This design comes from an exercise in tuning for small area and a short achievable clock period on the open sky130 flow, not from production work.
The RTL was checked by simulation tests, not by an equivalence proof against the original design.
The flow treats the clock pin as an ideal source, which a real chip does not have.
No activity file was given, so power comes from the tool's default toggle rates.

==> flow/design.v (excerpt) <==
module Optimized_Wallace(
    input clk, rst,
    input [15:0] A, B,
    output reg [31:0] PRODUCT
);
    reg [15:0] ra;
    reg rb15;
    reg one0;
    reg two0;
    reg neg0;
    reg one1;
    reg two1;
    reg neg1;
    reg one2;
    reg two2;
    reg neg2;
    reg one3;
    reg two3;
    reg neg3;
    reg one4;
    reg two4;
    reg neg4;
    reg one5;
    reg two5;
    reg neg5;
    reg one6;
    reg two6;
    reg neg6;
    reg one7;
    reg two7;
    reg neg7;
    reg [92:0] r2;
    reg [54:0] r3;
    reg v1, v2, v3;
    wire pp1 = ((one0 & ra[0])) ^ neg0;
    wire pp2 = ((one0 & ra[1]) | (two0 & ra[0])) ^ neg0;
    wire pp3 = ((one0 & ra[2]) | (two0 & ra[1])) ^ neg0;
    wire pp4 = ((one0 & ra[3]) | (two0 & ra[2])) ^ neg0;
    wire pp5 = ((one0 & ra[4]) | (two0 & ra[3])) ^ neg0;
    wire pp6 = ((one0 & ra[5]) | (two0 & ra[4])) ^ neg0;
    wire pp7 = ((one0 & ra[6]) | (two0 & ra[5])) ^ neg0;
    wire pp8 = ((one0 & ra[7]) | (two0 & ra[6])) ^ neg0;
    wire pp9 = ((one0 & ra[8]) | (two0 & ra[7])) ^ neg0;
    wire pp10 = ((one0 & ra[9]) | (two0 & ra[8])) ^ neg0;
    wire pp11 = ((one0 & ra[10]) | (two0 & ra[9])) ^ neg0;
    wire pp12 = ((one0 & ra[11]) | (two0 & ra[10])) ^ neg0;
    wire pp13 = ((one0 & ra[12]) | (two0 & ra[11])) ^ neg0;
    wire pp14 = ((one0 & ra[13]) | (two0 & ra[12])) ^ neg0;
    wire pp15 = ((one0 & ra[14]) | (two0 & ra[13])) ^ neg0;
    wire pp16 = ((one0 & ra[15]) | (two0 & ra[14])) ^ neg0;
  ...
Size: ~950 cells after synthesis, ~11000 um2 of cells after synthesis.
clock: 3.0 ns
lec_check: 0
abc_clock_period_in_ps: 1500
cap_margin: 20
core_margin: 2
core_utilization: 60
cts_buf_list: sky130_fd_sc_hd__clkbuf_16
cts_cluster_diameter: 100
cts_cluster_size: 25
setup_slack_margin: 1.4
slew_margin: 20
synth_hierarchical: 1
synth_minimum_keep_size: 0
tns_end_percent: 0
standard.sh (not shown) runs the stock make flow with config.mk's settings and CLKGATE_MAP_FILE= SYNTH_SCRIPT=/design/flow/synth_recipe.tcl, a recipe that flattens the netlist after the stock synthesis.
==> flow/flow/run.sh <==
#!/bin/bash
# The standard layout (the standard.sh: ORFS synthesis through finish),
# with the port buffers made of sky130_fd_sc_hd__buf_1 instead of the
# resizer's default pick.  Every tool's output goes to a log in this folder
# (make's own output to flow_make.log, ORFS's per-step logs under orfs/logs).
set -euo pipefail
export BUFFER_PORTS_ARGS="-buffer_cell sky130_fd_sc_hd__buf_1"
bash standard.sh finish > flow_make.log 2>&1
==> next run, changes <==
Settings changed: ABC_CLOCK_PERIOD_IN_PS 1500 to unset, TNS_END_PERCENT 0 to 10.
What happened: The changed run went through all stages and came out clean. Clock skew rises by 0.020 ns. Setup slack degrades by 0.0033 ns. Total power rises by a few percent. Design area rises by roughly a tenth.
==> next run, changes <==
Settings changed: CORE_UTILIZATION 60 to 70, PLACE_DENSITY set to 0.75, TNS_END_PERCENT 10 to 0.
After rerunning: Setup slack is worse by 0.045 ns. Die area fell by about 14%. Synthesized cell count does not change.
==> next run, changes <==
Settings changed: ABC_CLOCK_PERIOD_IN_PS set to 800, CORE_UTILIZATION 70 to 60, PLACE_DENSITY 0.75 to unset.
What happened: Core utilization shrinks by 12 points. Fmax grows by 2.3%. Via count shrinks by 3.3%. Cell count is about the same. Power shrinks by 3.5%. Final area stays flat. Setup slack improves by 0.048 ns. Synthesized area does not change. Synthesized cell count is unchanged.

lane 1:
Starting RTL as in the previous note.
==> flow/design.v (excerpt) <==
module Optimized_Wallace(
    input clk, rst,
    input [15:0] A, B,
    output reg [31:0] PRODUCT
);
Settings: LEC_CHECK=0, CAP_MARGIN=20, CORE_MARGIN=2, CORE_UTILIZATION=60, CTS_BUF_LIST=sky130_fd_sc_hd__clkbuf_16, CTS_CLUSTER_DIAMETER=100, CTS_CLUSTER_SIZE=25, SETUP_SLACK_MARGIN=1.4, SLEW_MARGIN=20, SYNTH_HIERARCHICAL=1, SYNTH_MINIMUM_KEEP_SIZE=0, TNS_END_PERCENT=0; clock period 3.0 ns.
==> flow/flow/run.sh <==
#!/bin/bash
set -euo pipefail
export BUFFER_PORTS_ARGS="-buffer_cell sky130_fd_sc_hd__buf_1"
bash standard.sh cts > flow_cts.log 2>&1
export RES=$PWD/orfs/results/sky130hd/Optimized_Wallace/base
export PLATFORM_DIR=$FLOW_HOME/platforms/sky130hd
export SKEW_PLAN=$PWD/flow/plan.tcl
openroad -no_splash -exit flow/skew.tcl > skew_eco.log 2>&1
bash standard.sh finish > flow_make.log 2>&1
==> flow/flow/plan.tcl <==
branch r1 {ra* rb15* one* two* neg*} {clkbuf_16} 4
tune r2 {r2*} 0.545 4
tune r3 {r3*} 0.686 3
tune prod {PRODUCT*} 0.83 2
==> flow/flow/skew.tcl <==
set res $::env(RES)
read_lef $::env(PLATFORM_DIR)/lef/sky130_fd_sc_hd.tlef
read_lef $::env(PLATFORM_DIR)/lef/sky130_fd_sc_hd_merged.lef
read_liberty $::env(PLATFORM_DIR)/lib/sky130_fd_sc_hd__tt_025C_1v80.lib
read_db $res/4_cts.odb
read_sdc $res/4_cts.sdc
source $::env(PLATFORM_DIR)/setRC.tcl
set db [ord::get_db]
set block [ord::get_db_block]
set root [$block findNet clknet_0_clk]

proc master {n} { return [[ord::get_db] findMaster sky130_fd_sc_hd__$n] }
set uid 0
proc newbuf {type innet x y} {
  global block uid
  incr uid
  set inst [odb::dbInst_create $block [master $type] "cksk_buf_$uid"]
  set net [odb::dbNet_create $block "cksk_net_$uid"]
  $net setSigType CLOCK
  [$inst findITerm A] connect $innet
  [$inst findITerm X] connect $net
  $inst setLocation [expr int($x)] [expr int($y)]
  $inst setPlacementStatus PLACED
  return $net
}
proc flops {pats} {
  global block
  set out {}
  foreach inst [$block getInsts] {
    set n [$inst getName]
    foreach p $pats { if {[string match $p $n]} { lappend out $inst; break } }
  }
  return $out
}
proc centroid {insts} {
  set sx 0; set sy 0
  foreach i $insts { set b [$i getBBox]; set sx [expr $sx + [$b xMin]]; set sy [expr $sy + [$b yMin]] }
  set n [llength $insts]
  return [list [expr $sx / $n] [expr $sy / $n]]
}
# chain: list of buffer types from the root; the last one is repeated per leaf cluster
proc branch {name pats chain nleaf} {
  global root
  set fl [flops $pats]
  set fl [lsort -command {apply {{a b} {expr {[[$a getBBox] xMin] - [[$b getBBox] xMin]}}}} $fl]
  set c [centroid $fl]
  set net $root
  if {![llength $chain]} {
    foreach f $fl { set it [$f findITerm CLK]; $it disconnect; $it connect $root }
    puts "branch $name: [llength $fl] flops on the root net"
    return
  }
  foreach t [lrange $chain 0 end-1] { set net [newbuf $t $net [lindex $c 0] [lindex $c 1]] }
  set per [expr {([llength $fl] + $nleaf - 1) / $nleaf}]
  for {set k 0} {$k < $nleaf} {incr k} {
    set grp [lrange $fl [expr $k*$per] [expr ($k+1)*$per - 1]]
    if {![llength $grp]} continue
    set cc [centroid $grp]
    set leaf [newbuf [lindex $chain end] $net [lindex $cc 0] [lindex $cc 1]]
    foreach f $grp {
      set it [$f findITerm CLK]
      $it disconnect
      $it connect $leaf
    }
  }
  puts "branch $name: [llength $fl] flops, chain $chain x $nleaf"
}

# Build a branch, measure the mean clock latency of its flops, and undo it.
set created {}
proc newbuf2 {type innet x y} {
  global created
  set net [newbuf $type $innet $x $y]
  lappend created $net
  return $net
}
proc build {fl chain nleaf} {
  global root created
  set created {}
  set c [centroid $fl]
  set net $root
  foreach t [lrange $chain 0 end-1] { set net [newbuf2 $t $net [lindex $c 0] [lindex $c 1]] }
  set per [expr {([llength $fl] + $nleaf - 1) / $nleaf}]
  for {set k 0} {$k < $nleaf} {incr k} {
    set grp [lrange $fl [expr $k*$per] [expr ($k+1)*$per - 1]]
    if {![llength $grp]} continue
    set cc [centroid $grp]
    set leaf [newbuf2 [lindex $chain end] $net [lindex $cc 0] [lindex $cc 1]]
    foreach f $grp { set it [$f findITerm CLK]; $it disconnect; $it connect $leaf }
  }
}
proc undo {fl orig} {
  global created
  foreach f $fl o $orig { set it [$f findITerm CLK]; $it disconnect; $it connect $o }
  foreach net [lreverse $created] {
    foreach it [$net getITerms] { if {[$it isOutputSignal]} { set inst [$it getInst] } }
    odb::dbInst_destroy $inst
    odb::dbNet_destroy $net
  }
  set created {}
}
proc meanlat {fl} {
  estimate_parasitics -placement
  set s 0.0
  foreach f $fl { set s [expr {$s + [get_property [get_pins "[$f getName]/CLK"] arrival_max_rise]}] }
  return [expr {$s / [llength $fl]}]
}
proc tune {name pats target nleaf} {
  set fl [flops $pats]
  set fl [lsort -command {apply {{a b} {expr {[[$a getBBox] xMin] - [[$b getBBox] xMin]}}}} $fl]
  set orig {}
  foreach f $fl { lappend orig [[$f findITerm CLK] getNet] }
  set best {}
  set besterr 1e9
  foreach first {{} clkbuf_1 clkbuf_2 clkbuf_8} {
    for {set n 0} {$n <= 6} {incr n} {
      set chain [concat $first [lrepeat $n clkbuf_4] clkbuf_16]
      build $fl $chain $nleaf
      set lat [meanlat $fl]
      undo $fl $orig
      set err [expr {abs($lat - $target)}]
      puts "tune $name: $chain x $nleaf -> [format %.3f $lat] (target $target)"
      if {$err < $besterr} { set besterr $err; set best $chain }
    }
  }
  build $fl $best $nleaf
  puts "tune $name: chose $best x $nleaf, latency [format %.3f [meanlat $fl]]"
}

source $::env(SKEW_PLAN)
# remove clock buffers left without sinks
set changed 1
while {$changed} {
  set changed 0
  foreach inst [$block getInsts] {
    set m [[$inst getMaster] getName]
    if {![string match "*clkbuf*" $m] && ![string match "*clkinv*" $m]} continue
    set x [$inst findITerm X]
    if {$x eq "NULL"} { set x [$inst findITerm Y] }
    if {$x eq "NULL"} continue
    set n [$x getNet]
    if {$n eq "NULL"} continue
    if {[llength [$n getITerms]] <= 1 && [llength [$n getBTerms]] == 0} {
      puts "removing [$inst getName]"
      odb::dbInst_destroy $inst
      odb::dbNet_destroy $n
      set changed 1
    }
  }
}
detailed_placement
check_placement
estimate_parasitics -placement
set_propagated_clock [all_clocks]
catch { report_checks -path_delay max -group_path_count 3 -format end }
catch { report_clock_skew }
foreach p {ra[0]* one0* r2[0]* r3[0]* PRODUCT[0]* v1*} {
  catch { foreach pin [get_pins -quiet $p/CLK] { puts "latency [get_full_name $pin] [get_property $pin arrival_max_rise]" } }
}
write_db $res/4_cts.odb
Here is what was changed in the inputs of lane 2 compared with lane 1.
==> flow/flow/plan.tcl <==
branch r1 {ra* rb15* one* two* neg*} {clkbuf_16} 2
tune r2 {r2*} 0.55 4
tune r3 {r3*} 0.695 3
tune prod {PRODUCT*} 0.875 2
==> comparison <==
Lane 2 vs lane 1: first-iteration DRC count down in lane 2
Lane 2: all stages complete, timing, DRC and antenna checks passed
Summary of lane 2 over lane 1: via count now larger, average via count per standard cell now larger.
dfxtp_2 as the cell at the slowest stage of the critical path was reported by lane 1, and dfrtp_1 by lane 2.
Fraction of final layout cells sized beyond drive strength 1 was lower in the run labelled lane 2.
Kind of critical path: reg -> out -> lane 2, reg -> reg -> lane 1
--- input diff lane 2..lane 3 ---
- TNS_END_PERCENT now 100, was 0
==> flow/flow/plan.tcl <==
branch r1 {ra* rb15* one* two* neg*} {clkbuf_16} 3
tune r2 {r2*} 0.545 4
tune r3 {r3*} 0.686 3
tune prod {PRODUCT*} 0.83 2
Findings:
- Lane 3 completed every stage of the flow, and the final layout passed the timing, DRC and antenna checks.
- Comparing lane 2 and lane 3, the higher HPWL reported at the end of detailed placement is on lane 3.
- Measured against each other, lane 2 and lane 3 differ in critical path data required time, the lower figure coming from lane 2.
- On cell count: lane 3 sits above lane 2.
- Higher clock period minus final worst setup slack goes to lane 2 over lane 3.
- Lane 3 vs lane 2, met1 layer wirelength in the final routing went up by 1900 um.
- Where total wire length is concerned, lane 2 is better than lane 3.
diff inputs: lane 3 => lane 4
- TNS_END_PERCENT changed from 100 to 0
==> flow/flow/plan.tcl <==
branch r1 {ra* rb15* one* two* neg*} {clkbuf_16} 2
branch r3 {r3*} {clkbuf_4 clkbuf_4 clkbuf_16} 2
branch prod {PRODUCT*} {clkbuf_4 clkbuf_4 clkbuf_4 clkbuf_16} 1
-- flow/flow/skew.tcl --
<<< lane 3, line 46
  set c [centroid $fl]
  set net $root
  if {![llength $chain]} {
    foreach f $fl { set it [$f findITerm CLK]; $it disconnect; $it connect $root }
    puts "branch $name: [llength $fl] flops on the root net"
    return
  }
  foreach t [lrange $chain 0 end-1] { set net [newbuf $t $net [lindex $c 0] [lindex $c 1]] }
  set per [expr {([llength $fl] + $nleaf - 1) / $nleaf}]
>>> lane 4, line 46
  set c [centroid $fl]
  set net $root
  foreach t [lrange $chain 0 end-1] { set net [newbuf $t $net [lindex $c 0] [lindex $c 1]] }
  set per [expr {([llength $fl] + $nleaf - 1) / $nleaf}]
<<< lane 3, line 66
  puts "branch $name: [llength $fl] flops, chain $chain x $nleaf"
}

# Build a branch, measure the mean clock latency of its flops, and undo it.
set created {}
proc newbuf2 {type innet x y} {
  global created
  set net [newbuf $type $innet $x $y]
  lappend created $net
  return $net
}
proc build {fl chain nleaf} {
  global root created
  set created {}
  set c [centroid $fl]
  set net $root
  foreach t [lrange $chain 0 end-1] { set net [newbuf2 $t $net [lindex $c 0] [lindex $c 1]] }
  set per [expr {([llength $fl] + $nleaf - 1) / $nleaf}]
  for {set k 0} {$k < $nleaf} {incr k} {
    set grp [lrange $fl [expr $k*$per] [expr ($k+1)*$per - 1]]
    if {![llength $grp]} continue
    set cc [centroid $grp]
    set leaf [newbuf2 [lindex $chain end] $net [lindex $cc 0] [lindex $cc 1]]
    foreach f $grp { set it [$f findITerm CLK]; $it disconnect; $it connect $leaf }
  }
}
proc undo {fl orig} {
  global created
  foreach f $fl o $orig { set it [$f findITerm CLK]; $it disconnect; $it connect $o }
  foreach net [lreverse $created] {
    foreach it [$net getITerms] { if {[$it isOutputSignal]} { set inst [$it getInst] } }
    odb::dbInst_destroy $inst
    odb::dbNet_destroy $net
  }
  set created {}
}
proc meanlat {fl} {
  estimate_parasitics -placement
  set s 0.0
  foreach f $fl { set s [expr {$s + [get_property [get_pins "[$f getName]/CLK"] arrival_max_rise]}] }
  return [expr {$s / [llength $fl]}]
}
proc tune {name pats target nleaf} {
  set fl [flops $pats]
  set fl [lsort -command {apply {{a b} {expr {[[$a getBBox] xMin] - [[$b getBBox] xMin]}}}} $fl]
  set orig {}
  foreach f $fl { lappend orig [[$f findITerm CLK] getNet] }
  set best {}
  set besterr 1e9
  foreach first {{} clkbuf_1 clkbuf_2 clkbuf_8} {
    for {set n 0} {$n <= 6} {incr n} {
      set chain [concat $first [lrepeat $n clkbuf_4] clkbuf_16]
      build $fl $chain $nleaf
      set lat [meanlat $fl]
      undo $fl $orig
      set err [expr {abs($lat - $target)}]
      puts "tune $name: $chain x $nleaf -> [format %.3f $lat] (target $target)"
      if {$err < $besterr} { set besterr $err; set best $chain }
    }
  }
  build $fl $best $nleaf
  puts "tune $name: chose $best x $nleaf, latency [format %.3f [meanlat $fl]]"
}

source $::env(SKEW_PLAN)
# remove clock buffers left without sinks
>>> lane 4, line 61
  puts "branch $name: [llength $fl] flops, chain $chain x $nleaf"
}
source $::env(SKEW_PLAN)
# remove clock buffers left without sinks
Findings:
The higher area growth from synthesis to layout of lane 4 and lane 3 is in lane 3. Per the comparison of lane 4 with lane 3, clock-buffer cell count moved up; post-route worst hold slack higher. Net switching power figure for lane 4: about 18% down relative to lane 3. Part of the cycle the worst path needs in lane 4 is 2.9 points above lane 3.
The following lists how lane 5 was set up differently from lane 4:
==> flow/flow/plan.tcl <==
set rootnet $root
branch r1 {ra* rb15* one* two* neg*} {clkbuf_16} 2 [$block findNet clk]
set root $rootnet
tune r2 {r2*} 0.39 4
tune r3 {r3*} 0.575 3
tune prod {PRODUCT*} 0.77 2
-- flow/flow/skew.tcl --
<<< lane 4, line 40
}
# chain: list of buffer types from the root; the last one is repeated per leaf cluster
proc branch {name pats chain nleaf} {
  global root
  set fl [flops $pats]
  set fl [lsort -command {apply {{a b} {expr {[[$a getBBox] xMin] - [[$b getBBox] xMin]}}}} $fl]
  set c [centroid $fl]
  set net $root
  foreach t [lrange $chain 0 end-1] { set net [newbuf $t $net [lindex $c 0] [lindex $c 1]] }
  set per [expr {([llength $fl] + $nleaf - 1) / $nleaf}]
>>> lane 5, line 40
}
# chain: list of buffer types from the root; the last one is repeated per leaf cluster
proc branch {name pats chain nleaf {src {}}} {
  global root
  if {$src ne {}} { set root $src }
  set fl [flops $pats]
  set fl [lsort -command {apply {{a b} {expr {[[$a getBBox] xMin] - [[$b getBBox] xMin]}}}} $fl]
  set c [centroid $fl]
  set net $root
  if {![llength $chain]} {
    foreach f $fl { set it [$f findITerm CLK]; $it disconnect; $it connect $root }
    puts "branch $name: [llength $fl] flops on the root net"
    return
  }
  foreach t [lrange $chain 0 end-1] { set net [newbuf $t $net [lindex $c 0] [lindex $c 1]] }
  set per [expr {([llength $fl] + $nleaf - 1) / $nleaf}]
<<< lane 4, line 61
  puts "branch $name: [llength $fl] flops, chain $chain x $nleaf"
}
source $::env(SKEW_PLAN)
# remove clock buffers left without sinks
>>> lane 5, line 67
  puts "branch $name: [llength $fl] flops, chain $chain x $nleaf"
}

# Build a branch, measure the mean clock latency of its flops, and undo it.
set created {}
proc newbuf2 {type innet x y} {
  global created
  set net [newbuf $type $innet $x $y]
  lappend created $net
  return $net
}
proc build {fl chain nleaf} {
  global root created
  set created {}
  set c [centroid $fl]
  set net $root
  foreach t [lrange $chain 0 end-1] { set net [newbuf2 $t $net [lindex $c 0] [lindex $c 1]] }
  set per [expr {([llength $fl] + $nleaf - 1) / $nleaf}]
  for {set k 0} {$k < $nleaf} {incr k} {
    set grp [lrange $fl [expr $k*$per] [expr ($k+1)*$per - 1]]
    if {![llength $grp]} continue
    set cc [centroid $grp]
    set leaf [newbuf2 [lindex $chain end] $net [lindex $cc 0] [lindex $cc 1]]
    foreach f $grp { set it [$f findITerm CLK]; $it disconnect; $it connect $leaf }
  }
}
proc undo {fl orig} {
  global created
  foreach f $fl o $orig { set it [$f findITerm CLK]; $it disconnect; $it connect $o }
  foreach net [lreverse $created] {
    foreach it [$net getITerms] { if {[$it isOutputSignal]} { set inst [$it getInst] } }
    odb::dbInst_destroy $inst
    odb::dbNet_destroy $net
  }
  set created {}
}
proc meanlat {fl} {
  estimate_parasitics -placement
  set s 0.0
  foreach f $fl { set s [expr {$s + [get_property [get_pins "[$f getName]/CLK"] arrival_max_rise]}] }
  return [expr {$s / [llength $fl]}]
}
proc tune {name pats target nleaf} {
  set fl [flops $pats]
  set fl [lsort -command {apply {{a b} {expr {[[$a getBBox] xMin] - [[$b getBBox] xMin]}}}} $fl]
  set orig {}
  foreach f $fl { lappend orig [[$f findITerm CLK] getNet] }
  set best {}
  set besterr 1e9
  foreach first {{} clkbuf_1 clkbuf_2 clkbuf_8} {
    for {set n 0} {$n <= 6} {incr n} {
      set chain [concat $first [lrepeat $n clkbuf_4] clkbuf_16]
      build $fl $chain $nleaf
      set lat [meanlat $fl]
      undo $fl $orig
      set err [expr {abs($lat - $target)}]
      puts "tune $name: $chain x $nleaf -> [format %.3f $lat] (target $target)"
      if {$err < $besterr} { set besterr $err; set best $chain }
    }
  }
  build $fl $best $nleaf
  puts "tune $name: chose $best x $nleaf, latency [format %.3f [meanlat $fl]]"
}

source $::env(SKEW_PLAN)
# remove clock buffers left without sinks
--- outcome ---
- Lane 4 finished all stages; the layout is clean.
- Lane 5 completed end to end with timing, DRC and antenna clean.
- Summary — total power draw, lane 5 relative to lane 4: higher, by about 1%.
- Cmp lane 5 vs lane 4: combinational share of power lower in lane 5
- Looking at met1 global-route usage, lane 5 sits below lane 4.
- | cell count | lane 5 vs lane 4 | ≈ equal |
- The run with more setup slack is lane 5; lane 4 has less.

[port drivers added, routing unchanged]
Ports are ideal in the flow. The routed layouts listed here were re-timed in OpenROAD. Step 1, drivers: a clkbuf_16 drives clk and a buf_2 each remaining input, both assumed. Step 2, shift: input delay + t, output delay - t, t = (earliest + latest rising clock arrival at the registers) / 2. This alone moves slack from input paths to output paths. a / b / c = ideal / step 1 / step 2; a / b = the first two.
run	t (ns)	slack for setup (ns)	latest minus earliest clock arrival (ns)	worst register clock-pin slew, ns	worst data-port slew with drivers (ns)
the first run of note 1	0.513	0.877 / 0.877 / 0.877	0.014 / 0.014	0.10 / 0.10	0.03
the second run of note 1	0.519	0.874 / 0.874 / 0.874	0.034 / 0.034	0.11 / 0.11	0.03
the third run of note 1	0.512	0.829 / 0.829 / 0.829	0.036 / 0.036	0.10 / 0.10	0.03
the fourth run of note 1	0.513	0.877 / 0.877 / 0.877	0.014 / 0.014	0.10 / 0.10	0.03
lane 1	0.623	1.032 / 1.032 / 1.032	0.494 / 0.493	0.11 / 0.11	0.03
lane 2	0.671	0.983 / 0.938 / 1.062	0.594 / 0.594	0.11 / 0.11	0.03
lane 3	0.635	1.051 / 1.009 / 1.051	0.524 / 0.524	0.11 / 0.11	0.04
lane 4	0.551	0.962 / 0.962 / 0.962	0.364 / 0.365	0.11 / 0.11	0.03
lane 5	0.547	1.082 / 1.026 / 1.082	0.664 / 0.663	0.11 / 0.11	0.03
Clock arrivals are far apart in 5 of these runs, so t is only a midpoint there and step 2 fits no single register.
